What follows belongs to an exercise in optimizing a design on an open flow for small area; a production flow would make more cautious choices. At most, simulation tests tie the RTL to the original design; equivalence was not proved. Power and IR drop assume default switching activity.

==> build 54: inputs <==
==> flow/design.v <==
module module_alu (
    input  wire [21:0] x,
    input  wire [21:0] y,
    input  wire        sub,
    output wire [21:0] sum,
    output wire [15:0] sat
);
    assign sum = x + (y ^ {22{sub}}) + {21'd0, sub};
    wire pos_ovf = ~sum[21] & (|sum[20:15]);
    wire neg_ovf =  sum[21] & ~(&sum[20:15]);
    assign sat = pos_ovf ? 16'h7fff : neg_ovf ? 16'h8000 : sum[15:0];
endmodule
module memory (
    input wire clk,
    input wire rst,
    input wire clr,
    input wire we,
    input wire [3:0] waddr,
    input wire [15:0] wdata,
    input wire [3:0] raddr,
    output wire [15:0] rdata
);
    reg ph;
    reg [127:0] s0;
    reg [127:0] s1;
    wire [15:0] d = clr ? 16'd0 : wdata;
    wire wr = we & (waddr[0] != ph);
    always @(posedge clk) ph <= ~ph & ~rst;
    genvar j;
    generate
        for (j = 0; j < 8; j = j + 1) begin : ring
            always @(posedge clk) begin
                s1[16*j +: 16] <= s0[16*j +: 16];
                s0[16*j +: 16] <= (clr | (wr & (waddr[3:1] == j))) ? d : s1[16*j +: 16];
            end
        end
    endgenerate
    wire [3:0] pos = {raddr[3:1], raddr[0] ^ ph};
    reg [15:0] rd;
    integer k;
    always @(*) begin
        rd = 16'd0;
        for (k = 0; k < 8; k = k + 1) begin
            rd = rd | (s0[16*k +: 16] & {16{pos == 2*k}});
            rd = rd | (s1[16*k +: 16] & {16{pos == 2*k+1}});
        end
    end
    assign rdata = rd;
endmodule
module lcd (
    input clk_50MHz,
    input reset_n,
    input display_enable,
    input [2:0] opcode_last,
    input [3:0] reg_number,
    input [15:0] reg_value,
    output reg [7:0] LCD_DATA,
    output reg LCD_RS,
    output reg LCD_EN,
    output LCD_RW,
    output wire LCD_ON
);
    assign LCD_RW = 1'b0;
    assign LCD_ON = 1'b1;
    localparam [4:0]
        S_OFF   = 5'd0,
        S_PWR   = 5'd1,
        S_W15   = 5'd2,
        S_FS1   = 5'd3,
        S_FS2   = 5'd4,
        S_FS3   = 5'd5,
        S_FSF   = 5'd6,
        S_DOFF  = 5'd7,
        S_DCLR  = 5'd8,
        S_EM    = 5'd9,
        S_DON   = 5'd10,
        S_IDLE0 = 5'd11,
        S_IDLE  = 5'd12,
        S_PRE   = 5'd13,
        S_SA1   = 5'd14,
        S_WC1   = 5'd15,
        S_SA2   = 5'd16,
        S_WC2   = 5'd17;
    reg [4:0] state;
    reg [19:0] cnt;
    reg [3:0] idx;
    reg [2:0] s_op;
    reg [3:0] s_rn;
    reg s_neg;
    reg [15:0] v;
    reg [3:0] dig;
    reg blank;
    wire at_end = (state == S_W15 && cnt == 20'd750000) | (state == S_FS1 && cnt == 20'd207002) |
                  (state == S_DCLR && cnt == 20'd102002) | (state == S_DON && cnt == 20'd2001) |
                  ((state == S_SA1 || state == S_WC1 || state == S_SA2 || state == S_WC2) && cnt == 20'd4002) |
                  ((state == S_FS2 || state == S_FS3 || state == S_FSF || state == S_DOFF || state == S_EM) && cnt == 20'd7002);
    reg [7:0] c1;
    always @(*) begin
        c1 = " ";
        case (s_op)
            3'b000: case (idx) 0: c1 = "L"; 1: c1 = "O"; 2: c1 = "A"; 3: c1 = "D"; default: ; endcase
            3'b001: case (idx) 0: c1 = "A"; 1: c1 = "D"; 2: c1 = "D"; default: ; endcase
            3'b010: case (idx) 0: c1 = "A"; 1: c1 = "D"; 2: c1 = "D"; 3: c1 = "I"; default: ; endcase
            3'b011: case (idx) 0: c1 = "S"; 1: c1 = "U"; 2: c1 = "B"; default: ; endcase
            3'b100: case (idx) 0: c1 = "S"; 1: c1 = "U"; 2: c1 = "B"; 3: c1 = "I"; default: ; endcase
            3'b101: case (idx) 0: c1 = "M"; 1: c1 = "U"; 2: c1 = "L"; default: ; endcase
            3'b110: case (idx) 0: c1 = "C"; 1: c1 = "L"; 2: c1 = "E"; 3: c1 = "A"; 4: c1 = "R"; default: ; endcase
            3'b111: case (idx) 0: c1 = "D"; 1: c1 = "P"; 2: c1 = "L"; default: ; endcase
        endcase
    end
    wire dig0 = (dig == 4'd0);
    reg [7:0] c2;
    always @(*) begin
        c2 = " ";
        if (s_op != 3'b110) begin
            case (idx)
                0: c2 = "[";
                1: c2 = {7'h18, s_rn[3]};
                2: c2 = {7'h18, s_rn[2]};
                3: c2 = {7'h18, s_rn[1]};
                4: c2 = {7'h18, s_rn[0]};
                5: c2 = "]";
                10: c2 = s_neg ? "-" : "+";
                11, 12: c2 = (blank & dig0) ? " " : {4'h3, dig};
                13, 14, 15: c2 = {4'h3, dig};
                default: ;
            endcase
        end
    end
    reg [15:0] p;
    always @(*) begin
        case (idx)
            4'd10: p = 16'd10000;
            4'd11: p = 16'd1000;
            4'd12: p = 16'd100;
            4'd13: p = 16'd10;
            default: p = 16'd1;
        endcase
    end
    wire [3:0] bi = cnt[3:0] - 4'd1;
    wire pb = p[bi];
    reg cy;         
    reg restore;    
    reg done;       
    wire negp = (idx == 4'd9);
    wire xa = negp ? ~v[0] : v[0];
    wire yb = negp ? 1'b0 : (pb ^ ~restore);
    wire cin = (bi == 4'd0) ? ~restore : cy;
    wire tb = xa ^ yb ^ cin;
    wire co = negp ? (xa & cin) : ((xa & yb) | (xa & cin) | (yb & cin));
    wire run = (state == S_WC2) & (cnt != 20'd0) & ~done & ((idx >= 4'd10 && idx != 4'd15) | (negp & s_neg));
    wire pass_end = run & (bi == 4'd15);
    wire latch = (state == S_IDLE) & display_enable;
    always @(posedge clk_50MHz) begin
        if (latch) begin
            s_op <= opcode_last;
            s_rn <= reg_number;
            s_neg <= reg_value[15];
            v <= reg_value;
            blank <= 1'b1;
            dig <= 4'd0;
            restore <= 1'b0;
            done <= 1'b0;
        end else if (state == S_WC2 && cnt == 20'd0) begin
            dig <= 4'd0;
            restore <= 1'b0;
            done <= 1'b0;
            if (idx == 4'd11) blank <= dig0;
        end else if (run) begin
            v <= {tb, v[15:1]};
            cy <= co;
            if (pass_end) begin
                if (restore | negp) done <= 1'b1;
                else if (co) dig <= dig + 4'd1;
                else restore <= 1'b1;
            end
        end
    end
    always @(posedge clk_50MHz) begin
        if (!reset_n) begin
            state <= S_OFF;
            LCD_EN <= 0;
            LCD_RS <= 0;
            LCD_DATA <= 0;
            cnt <= 0;
            idx <= 0;
        end else begin
            case (state)
                S_OFF: begin
                    state <= S_PWR;
                end
                S_PWR: begin
                    state <= S_W15;
                end
                S_IDLE0: state <= S_IDLE;
                S_IDLE: if (display_enable) state <= S_PRE;
                S_PRE: state <= S_SA1;
                default: begin
                    cnt <= cnt + 20'd1;
                    if (state != S_W15) begin
                        if (cnt == 20'd0) begin
                            case (state)
                                S_FS1, S_FS2, S_FS3: LCD_DATA <= 8'h30;
                                S_FSF:  LCD_DATA <= 8'h38;
                                S_DOFF: LCD_DATA <= 8'h08;
                                S_DCLR: LCD_DATA <= 8'h01;
                                S_EM:   LCD_DATA <= 8'h06;
                                S_DON:  LCD_DATA <= 8'h0C;
                                S_SA1:  LCD_DATA <= 8'h80;
                                S_SA2:  LCD_DATA <= 8'hC0;
                                S_WC1:  LCD_DATA <= c1;
                                default: LCD_DATA <= c2;
                            endcase
                            LCD_RS <= (state == S_WC1) | (state == S_WC2);
                        end
                        if (cnt == 20'd1) LCD_EN <= 1;
                        if (cnt == 20'd2001) LCD_EN <= 0;
                    end
                    if (at_end) begin
                        cnt <= 0;
                        case (state)
                            S_WC1: begin
                                idx <= idx + 4'd1;
                                if (idx == 4'd15) state <= S_SA2;
                            end
                            S_WC2: begin
                                idx <= idx + 4'd1;
                                if (idx == 4'd15) state <= S_IDLE;
                            end
                            S_DON: state <= S_IDLE0;
                            default: state <= state + 5'd1;
                        endcase
                    end
                end
            endcase
        end
    end
endmodule
module module_mini_cpu(
    input clk,
    input rst,               
    input power,
    input send,
    input [17:0] switches,
    output wire [7:0] data,
    output wire rs,
    output wire rw,
    output wire en,
    output wire lcd_on,
    output wire lcd_blon
);
    localparam IDLE       = 3'd1;
    localparam FETCH      = 3'd2;
    localparam DECODE     = 3'd3;
    localparam EXECUTE    = 3'd4;
    localparam UPDATE_LCD = 3'd5;
    reg [2:0] state;
    reg system_on;
    reg prev_power;
    reg prev_send;
    reg mem_reset;
    reg lcd_update_en;
    reg [17:0] ir;
    reg [21:0] acc;
    wire [2:0] op  = ir[17:15];
    wire [2:0] op0 = switches[17:15];
    wire in_decode = (state == DECODE);
    wire in_exec   = (state == EXECUTE);
    wire in_upd    = (state == UPDATE_LCD);
    wire in_last   = (state == IDLE) & lcd_update_en;
    wire [3:0] raddr = in_decode ? ((op0 == 3'b111) ? switches[14:11] : switches[10:7])
                                 : ((op == 3'b001 || op == 3'b011) ? ir[6:3] : ir[10:7]);
    wire [15:0] rdata;
    wire [21:0] A = {{6{rdata[15]}}, rdata};
    reg [2:0] bt;
    always @(*) begin
        if (in_decode)    bt = {2'b00, switches[5]};
        else if (in_exec) bt = ir[5:3];
        else if (in_upd)  bt = ir[3:1];
        else              bt = {ir[1:0], 1'b0};
    end
    wire b_neg = bt[2] & ~(bt[1] & bt[0]);
    wire b_one = bt[1] ^ bt[0];
    wire b_two = (bt == 3'b011) | (bt == 3'b100);
    wire [21:0] booth = b_one ? A : b_two ? {A[20:0], 1'b0} : 22'd0;
    wire msign = in_decode ? switches[6] : ir[6];
    reg [21:0] ax, ay;
    reg asub;
    always @(*) begin
        ax = acc; ay = 22'd0; asub = 1'b0;
        if (in_decode) begin
            case (op0)
                3'b000: begin ax = 22'd0; ay = {16'd0, switches[9:4]}; asub = switches[10]; end
                3'b010: begin ax = A; ay = {16'd0, switches[5:0]}; asub = switches[6]; end
                3'b100: begin ax = A; ay = {16'd0, switches[5:0]}; asub = ~switches[6]; end
                3'b101: begin ax = 22'd0; ay = booth; asub = msign ^ b_neg; end
                default: begin ax = A; end
            endcase
        end else if (op == 3'b101 && (in_exec | in_upd | in_last)) begin
            ax = {acc[19:0], 2'b00}; ay = booth; asub = msign ^ b_neg;
        end else if (in_exec && (op == 3'b001 || op == 3'b011)) begin
            ay = A; asub = op[1];
        end
    end
    wire [21:0] sum;
    wire [15:0] result;
    module_alu alu_inst (.x(ax), .y(ay), .sub(asub), .sum(sum), .sat(result));
    always @(posedge clk) begin
        acc <= sum;
        if (in_decode) ir <= switches;
    end
    reg last_d;
    always @(posedge clk) last_d <= in_last;
    wire mem_we = system_on & (in_last | last_d) & ~(op[2] & op[1]);
    reg mem_reset_d;
    always @(posedge clk) mem_reset_d <= mem_reset;
    memory mem_inst (
        .clk(clk),
        .rst(rst),
        .clr(mem_reset | mem_reset_d),
        .we(mem_we),
        .waddr(ir[14:11]),
        .wdata(result),
        .raddr(raddr),
        .rdata(rdata)
    );
    lcd lcd_inst (
        .clk_50MHz(clk),
        .reset_n(system_on & ~rst),
        .display_enable(lcd_update_en),
        .opcode_last(op),
        .reg_number(ir[14:11]),
        .reg_value(result),
        .LCD_DATA(data),
        .LCD_RS(rs),
        .LCD_EN(en),
        .LCD_RW(rw),
        .LCD_ON(lcd_on)
    );
    assign lcd_blon = 1'b0;
    always @(posedge clk) begin
        if (rst) begin
            state <= IDLE;
            system_on <= 0;
            prev_power <= 1;
            prev_send <= 1;
            mem_reset <= 0;
            lcd_update_en <= 0;
        end else begin
            prev_power <= power;
            prev_send <= send;
            if (power && !prev_power) begin
                system_on <= ~system_on;
                if (!system_on) begin
                    state <= IDLE;
                    mem_reset <= 1;
                end
            end
            if (system_on) begin
                mem_reset <= 0;
                case (state)
                    IDLE: begin
                        lcd_update_en <= 0;
                        if (send && !prev_send) state <= FETCH;
                    end
                    FETCH: state <= DECODE;
                    DECODE: begin
                        if (op0 == 3'b110) mem_reset <= 1;
                        state <= EXECUTE;
                    end
                    EXECUTE: state <= UPDATE_LCD;
                    UPDATE_LCD: begin
                        lcd_update_en <= 1;
                        state <= IDLE;
                    end
                    default: state <= IDLE;
                endcase
            end
        end
    end
endmodule
==> flow/run.sh <==
#!/bin/bash
# synth_recipe.tcl (not shown) runs the flow's synth.tcl, then flattens the netlist and writes it again
# the make line also repeats each setting of config.mk as NAME=value (left out here)
make -C /OpenROAD-flow-scripts/flow DESIGN_CONFIG=/design/flow/config.mk WORK_HOME=/design/flow/orfs CLKGATE_MAP_FILE= SYNTH_SCRIPT=/design/flow/synth_recipe.tcl finish
==> flow/config.mk <==
export PLATFORM = sky130hd
export DESIGN_NAME = module_mini_cpu
export DESIGN_NICKNAME = module_mini_cpu
export VERILOG_FILES = /design/flow/design.v
export SDC_FILE = /design/flow/constraint.sdc
export NUM_CORES = 4
export LEC_CHECK = 0
export ABC_AREA = 1
export CAP_MARGIN = 20
export CORE_MARGIN = 2
export CORE_UTILIZATION = 40
export CTS_BUF_LIST = sky130_fd_sc_hd__clkbuf_4
export PLACE_DENSITY = 0.6
export SLEW_MARGIN = 20
==> flow/constraint.sdc <==
create_clock -name core_clock -period 20.0 [get_ports {clk}]
set_input_delay 4.0000 -clock core_clock [delete_from_list [all_inputs] [get_ports {clk}]]
set_output_delay 4.0000 -clock core_clock [all_outputs]
set_load 0.01 [all_outputs]
==> trial 30: changes against build 54 <==
==> flow/design.v, changed modules only <==
module module_mini_cpu(
    input clk,
    input rst,               
    input power,
    input send,
    input [17:0] switches,
    output wire [7:0] data,
    output wire rs,
    output wire rw,
    output wire en,
    output wire lcd_on,
    output wire lcd_blon
);
    localparam IDLE       = 3'd1;
    localparam FETCH      = 3'd2;
    localparam DECODE     = 3'd3;
    localparam EXECUTE    = 3'd4;
    localparam UPDATE_LCD = 3'd5;
    reg [2:0] state;
    reg system_on;
    reg prev_power;
    reg prev_send;
    reg mem_reset;
    reg lcd_update_en;
    reg [17:0] ir;
    reg [21:0] acc;
    wire [2:0] op  = ir[17:15];
    wire [2:0] op0 = switches[17:15];
    wire in_decode = (state == DECODE);
    wire in_exec   = (state == EXECUTE);
    wire in_upd    = (state == UPDATE_LCD);
    wire in_last   = (state == IDLE) & lcd_update_en;
    wire [3:0] raddr = in_decode ? ((op0 == 3'b111) ? switches[14:11] : switches[10:7])
                                 : ((op == 3'b001 || op == 3'b011) ? ir[6:3] : ir[10:7]);
    wire [15:0] rdata;
    wire [21:0] A = {{6{rdata[15]}}, rdata};
    wire is_mul  = (op == 3'b101);
    wire mul0    = (op0 == 3'b101);
    wire load0   = (op0 == 3'b000);
    wire mstep   = is_mul & (in_exec | in_upd | in_last);
    wire addsub1 = in_exec & (op == 3'b001 || op == 3'b011);
    wire imm1    = in_exec & (op == 3'b010 || op == 3'b100);
    reg [2:0] bt;
    always @(*) begin
        if (in_decode)     bt = mul0 ? {2'b00, switches[5]} : 3'b001;
        else if (addsub1)  bt = 3'b001;
        else if (!mstep)   bt = 3'b000;
        else if (in_exec)  bt = ir[5:3];
        else if (in_upd)   bt = ir[3:1];
        else               bt = {ir[1:0], 1'b0};
    end
    wire b_neg = bt[2] & ~(bt[1] & bt[0]);
    wire b_one = bt[1] ^ bt[0];
    wire b_two = (bt == 3'b011) | (bt == 3'b100);
    wire [21:0] booth = b_one ? A : b_two ? {A[20:0], 1'b0} : 22'd0;
    wire use_imm = (in_decode & load0) | imm1;
    wire [5:0] imm6 = in_decode ? switches[9:4] : ir[5:0];
    wire [21:0] ax = in_decode ? 22'd0 : mstep ? {acc[19:0], 2'b00} : acc;
    wire [21:0] ay = use_imm ? {16'd0, imm6} : booth;
    wire asub = in_decode ? (load0 ? switches[10] : (mul0 & switches[6])) :
                addsub1 ? op[1] :
                imm1 ? (ir[6] ^ op[2]) :
                mstep & (ir[6] ^ b_neg);
    wire [21:0] sum;
    wire [15:0] result;
    module_alu alu_inst (.x(ax), .y(ay), .sub(asub), .sum(sum), .sat(result));
    always @(posedge clk) begin
        acc <= sum;
        if (in_decode) ir <= switches;
    end
    reg last_d;
    always @(posedge clk) last_d <= in_last;
    wire mem_we = system_on & (in_last | last_d) & ~(op[2] & op[1]);
    reg mem_reset_d;
    always @(posedge clk) mem_reset_d <= mem_reset;
    memory mem_inst (
        .clk(clk),
        .rst(rst),
        .clr(mem_reset | mem_reset_d),
        .we(mem_we),
        .waddr(ir[14:11]),
        .wdata(result),
        .raddr(raddr),
        .rdata(rdata)
    );
    lcd lcd_inst (
        .clk_50MHz(clk),
        .reset_n(system_on & ~rst),
        .display_enable(lcd_update_en),
        .opcode_last(op),
        .reg_number(ir[14:11]),
        .reg_value(result),
        .LCD_DATA(data),
        .LCD_RS(rs),
        .LCD_EN(en),
        .LCD_RW(rw),
        .LCD_ON(lcd_on)
    );
    assign lcd_blon = 1'b0;
    always @(posedge clk) begin
        if (rst) begin
            state <= IDLE;
            system_on <= 0;
            prev_power <= 1;
            prev_send <= 1;
            mem_reset <= 0;
            lcd_update_en <= 0;
        end else begin
            prev_power <= power;
            prev_send <= send;
            if (power && !prev_power) begin
                system_on <= ~system_on;
                if (!system_on) begin
                    state <= IDLE;
                    mem_reset <= 1;
                end
            end
            if (system_on) begin
                mem_reset <= 0;
                case (state)
                    IDLE: begin
                        lcd_update_en <= 0;
                        if (send && !prev_send) state <= FETCH;
                    end
                    FETCH: state <= DECODE;
                    DECODE: begin
                        if (op0 == 3'b110) mem_reset <= 1;
                        state <= EXECUTE;
                    end
                    EXECUTE: state <= UPDATE_LCD;
                    UPDATE_LCD: begin
                        lcd_update_en <= 1;
                        state <= IDLE;
                    end
                    default: state <= IDLE;
                endcase
            end
        end
    end
endmodule
==> flow/flow/run.sh (new file) <==
#!/bin/bash
# Standard ORFS layout (the standard.sh) with two changes to how the
# netlist is mapped and buffered:
#  - ABC maps the logic with an area-oriented script (abc_area.script here)
#    instead of ORFS's delay-oriented one; registers are mapped before ABC,
#    so they are the standard synthesis's, with the same names and cells.
#  - port buffers use the smallest buffer cell.
# Every tool's output goes to the ORFS logs under orfs/logs and to
# standard.log in this folder.
set -euo pipefail
W=$PWD
rm -rf "$W/scripts_mod"
cp -r "$FLOW_HOME/scripts" "$W/scripts_mod"
cp "$W/flow/abc_area.script" "$W/scripts_mod/abc_area.script"
bash standard.sh SCRIPTS_DIR="$W/scripts_mod" ABC_AREA=1 \
  "BUFFER_PORTS_ARGS=-buffer_cell sky130_fd_sc_hd__buf_1" finish > "$W/standard.log" 2>&1
==> flow/flow/abc_area.script (new file) <==
strash
&get -n
&fraig -x
&put
scorr
dc2
dretime
strash
&get -n
&dch -f
&nf -R 1000
&put
strash
&get -n
&dch -f
&nf -R 1000
&put
==> flow/standard.sh (new file) <==
#!/bin/bash
# synth_recipe.tcl (not shown) runs the flow's synth.tcl, then flattens the netlist and writes it again
# the make line also repeats each setting of config.mk as NAME=value (left out here)
make -C /OpenROAD-flow-scripts/flow DESIGN_CONFIG=/design/flow/config.mk WORK_HOME=/design/flow/orfs CLKGATE_MAP_FILE= SYNTH_SCRIPT=/design/flow/synth_recipe.tcl "${@:-finish}"
- ABC_AREA: 1 -> unset
removed: flow/run.sh
==> trial 37: changes against build 54 <==
==> flow/design.v, changed modules only <==
module module_mini_cpu(
    input clk,
    input rst,               
    input power,
    input send,
    input [17:0] switches,
    output wire [7:0] data,
    output wire rs,
    output wire rw,
    output wire en,
    output wire lcd_on,
    output wire lcd_blon
);
    localparam IDLE       = 3'd1;
    localparam FETCH      = 3'd2;
    localparam DECODE     = 3'd3;
    localparam EXECUTE    = 3'd4;
    localparam UPDATE_LCD = 3'd5;
    reg [2:0] state;
    reg system_on;
    reg prev_power;
    reg prev_send;
    reg mem_reset;
    reg lcd_update_en;
    reg [17:0] ir;
    reg [21:0] acc;
    wire [2:0] op  = ir[17:15];
    wire [2:0] op0 = switches[17:15];
    wire in_decode = (state == DECODE);
    wire in_exec   = (state == EXECUTE);
    wire in_upd    = (state == UPDATE_LCD);
    wire in_last   = (state == IDLE) & lcd_update_en;
    wire [3:0] raddr = in_decode ? ((op0 == 3'b111) ? switches[14:11] : switches[10:7])
                                 : ((op == 3'b001 || op == 3'b011) ? ir[6:3] : ir[10:7]);
    wire [15:0] rdata;
    wire [21:0] A = {{6{rdata[15]}}, rdata};
    wire is_mul  = (op == 3'b101);
    wire mul0    = (op0 == 3'b101);
    wire load0   = (op0 == 3'b000);
    wire mstep   = is_mul & (in_exec | in_upd | in_last);
    wire addsub1 = in_exec & (op == 3'b001 || op == 3'b011);
    wire imm1    = in_exec & (op == 3'b010 || op == 3'b100);
    reg [2:0] bt;
    always @(*) begin
        if (in_decode)     bt = mul0 ? {2'b00, switches[5]} : 3'b001;
        else if (addsub1)  bt = 3'b001;
        else if (!mstep)   bt = 3'b000;
        else if (in_exec)  bt = ir[5:3];
        else if (in_upd)   bt = ir[3:1];
        else               bt = {ir[1:0], 1'b0};
    end
    wire b_neg = bt[2] & ~(bt[1] & bt[0]);
    wire b_one = bt[1] ^ bt[0];
    wire b_two = (bt == 3'b011) | (bt == 3'b100);
    wire [21:0] booth = b_one ? A : b_two ? {A[20:0], 1'b0} : 22'd0;
    wire use_imm = (in_decode & load0) | imm1;
    wire [5:0] imm6 = in_decode ? switches[9:4] : ir[5:0];
    wire [21:0] ax = in_decode ? 22'd0 : mstep ? {acc[19:0], 2'b00} : acc;
    wire [21:0] ay = use_imm ? {16'd0, imm6} : booth;
    wire asub = in_decode ? (load0 ? switches[10] : (mul0 & switches[6])) :
                addsub1 ? op[1] :
                imm1 ? (ir[6] ^ op[2]) :
                mstep & (ir[6] ^ b_neg);
    wire [21:0] sum;
    wire [15:0] result;
    module_alu alu_inst (.x(ax), .y(ay), .sub(asub), .sum(sum), .sat(result));
    always @(posedge clk) begin
        acc <= sum;
        if (in_decode) ir <= switches;
    end
    reg last_d;
    always @(posedge clk) last_d <= in_last;
    wire mem_we = system_on & (in_last | last_d) & ~(op[2] & op[1]);
    reg mem_reset_d;
    always @(posedge clk) mem_reset_d <= mem_reset;
    memory mem_inst (
        .clk(clk),
        .rst(rst),
        .clr(mem_reset | mem_reset_d),
        .we(mem_we),
        .waddr(ir[14:11]),
        .wdata(result),
        .raddr(raddr),
        .rdata(rdata)
    );
    lcd lcd_inst (
        .clk_50MHz(clk),
        .reset_n(system_on & ~rst),
        .display_enable(lcd_update_en),
        .opcode_last(op),
        .reg_number(ir[14:11]),
        .reg_value(result),
        .LCD_DATA(data),
        .LCD_RS(rs),
        .LCD_EN(en),
        .LCD_RW(rw),
        .LCD_ON(lcd_on)
    );
    assign lcd_blon = 1'b0;
    always @(posedge clk) begin
        if (rst) begin
            state <= IDLE;
            system_on <= 0;
            prev_power <= 1;
            prev_send <= 1;
            mem_reset <= 0;
            lcd_update_en <= 0;
        end else begin
            prev_power <= power;
            prev_send <= send;
            if (power && !prev_power) begin
                system_on <= ~system_on;
                if (!system_on) begin
                    state <= IDLE;
                    mem_reset <= 1;
                end
            end
            if (system_on) begin
                mem_reset <= 0;
                case (state)
                    IDLE: begin
                        lcd_update_en <= 0;
                        if (send && !prev_send) state <= FETCH;
                    end
                    FETCH: state <= DECODE;
                    DECODE: begin
                        if (op0 == 3'b110) mem_reset <= 1;
                        state <= EXECUTE;
                    end
                    EXECUTE: state <= UPDATE_LCD;
                    UPDATE_LCD: begin
                        lcd_update_en <= 1;
                        state <= IDLE;
                    end
                    default: state <= IDLE;
                endcase
            end
        end
    end
endmodule
==> flow/flow/run.sh (new file) <==
#!/bin/bash
# Standard ORFS layout (the standard.sh) with these changes to how the
# netlist is mapped and buffered:
#  - ABC maps the logic with an area-oriented script (abc_area.script here)
#    instead of ORFS's delay-oriented one; registers are mapped before ABC,
#    so they are the standard synthesis's, with the same names and cells.
#  - Yosys does not extract adders into full/half-adder cells (ADDER_MAP_FILE
#    empty); ABC maps that logic with the rest.
#  - port buffers use the smallest buffer cell.
# Every tool's output goes to the ORFS logs under orfs/logs and to
# standard.log in this folder.
set -euo pipefail
W=$PWD
rm -rf "$W/scripts_mod"
cp -r "$FLOW_HOME/scripts" "$W/scripts_mod"
cp "$W/flow/abc_area.script" "$W/scripts_mod/abc_area.script"
bash standard.sh SCRIPTS_DIR="$W/scripts_mod" ABC_AREA=1 ADDER_MAP_FILE= \
  "BUFFER_PORTS_ARGS=-buffer_cell sky130_fd_sc_hd__buf_1" finish > "$W/standard.log" 2>&1
==> flow/flow/abc_area.script (new file) <==
strash
&get -n
&fraig -x
&put
scorr
dc2
dretime
strash
&get -n
&dch -f
&nf -R 1000
&put
strash
&get -n
&dch -f
&nf -R 1000
&put
==> flow/standard.sh (new file) <==
#!/bin/bash
# synth_recipe.tcl (not shown) runs the flow's synth.tcl, then flattens the netlist and writes it again
# the make line also repeats each setting of config.mk as NAME=value (left out here)
make -C /OpenROAD-flow-scripts/flow DESIGN_CONFIG=/design/flow/config.mk WORK_HOME=/design/flow/orfs CLKGATE_MAP_FILE= SYNTH_SCRIPT=/design/flow/synth_recipe.tcl "${@:-finish}"
- ABC_AREA: 1 -> unset
- CTS_BUF_LIST: sky130_fd_sc_hd__clkbuf_4 -> sky130_fd_sc_hd__clkbuf_8
- CTS_CLUSTER_DIAMETER: unset -> 80
- CTS_CLUSTER_SIZE: unset -> 15
- GPL_TIMING_DRIVEN: unset -> 0
removed: flow/run.sh
==> qor summary <==
Result of the run: trial 30 no timing/DRC/antenna violations; build 54 no timing/DRC/antenna violations; trial 37 no timing/DRC/antenna violations
Fin util: trial 30 46.4%; build 54 45.5%; trial 37 45.1%
Floorplan die area: trial 30 39600 um2; build 54 46600 um2; trial 37 38300 um2
Power dissipated in combinational cells: trial 30 0.253 mW; build 54 0.623 mW; trial 37 0.258 mW
Worst slew slack as a fraction of its limit: trial 30 33.0%; build 54 21.0%; trial 37 32.8%
Antenna violations before repair: trial 30 1; build 54 1; trial 37 0
Total CTS buffers: trial 30 96; build 54 103; trial 37 29
Clock buffer cells: trial 30 140; build 54 154; trial 37 30
Total net switching power: trial 30 0.517 mW; build 54 0.921 mW; trial 37 0.450 mW
Library cell with the highest instance count after synthesis: trial 30 dfxtp_1; build 54 nand2_1; trial 37 dfxtp_1
Total length of routed wires: trial 30 46800 um; build 54 58100 um; trial 37 44200 um
Simple-gate area share of the yosys netlist: trial 30 15.2%; build 54 30.4%; trial 37 16.2%
Syn-to-layout area delta: trial 30 14.7%; build 54 12.2%; trial 37 11.5%
Maximum fanout count along the critical path: trial 30 15; build 54 23; trial 37 15
Cell at the slowest stage of the critical path: trial 30 nor2_1; build 54 clkdlybuf4s50_1; trial 37 nor2_2
Proportion of netlist area held by the largest area contributor: trial 30 44.1%; build 54 37.4%; trial 37 45.7%
Final critical-path share of the clock period: trial 30 58.6%; build 54 55.3%; trial 37 67.5%
Met1 capacity usage during global routing: trial 30 30.3%; build 54 34.0%; trial 37 31.0%
Fraction of layout cells with a size suffix above 1: trial 30 10.7%; build 54 11.6%; trial 37 6.39%
Synth Area per Inst: trial 30 9.98 um2; build 54 7.73 um2; trial 37 10.0 um2
Part of the power in registers: trial 30 47.3%; build 54 47.4%; trial 37 55.1%
Via total after detailed routing: trial 30 13400; build 54 16700; trial 37 12400
For build 54, only the layout was checked, not whether the RTL still works.

==> port drivers added, routing unchanged <==
How much do the figures lean on ideal ports? The routed layouts below were timed once more, with nothing changed but the port constraints.
Step 1, drivers: a clkbuf_16 drives clk and a buf_2 each remaining input, both assumed.
Step 2 also shifts input and output timing later by t, the mid clock arrival at the registers, as if the neighbouring blocks saw the same clock.
Slacks: ideal ports / drivers / drivers and shift; pairs: ideal ports / drivers.
| run | shift t [ns] | setup slack, ns | worst setup path at the end | cell pins on the clock port's net |
|---|---|---|---|---|
| build 54 | 0.871 | 8.944 / 8.971 / 8.100 | input to register | 1 |
| trial 30 | 0.782 | 8.271 / 8.293 / 7.511 | input to register | 1 |
| trial 37 | 0.679 | 6.491 / 6.516 / 5.836 | input to register | 1 |
After both steps setup and hold are still met in every run listed. The setup slack of build 54, which loses most, moves by +0.027 ns with the drivers and by -0.844 ns with both steps.
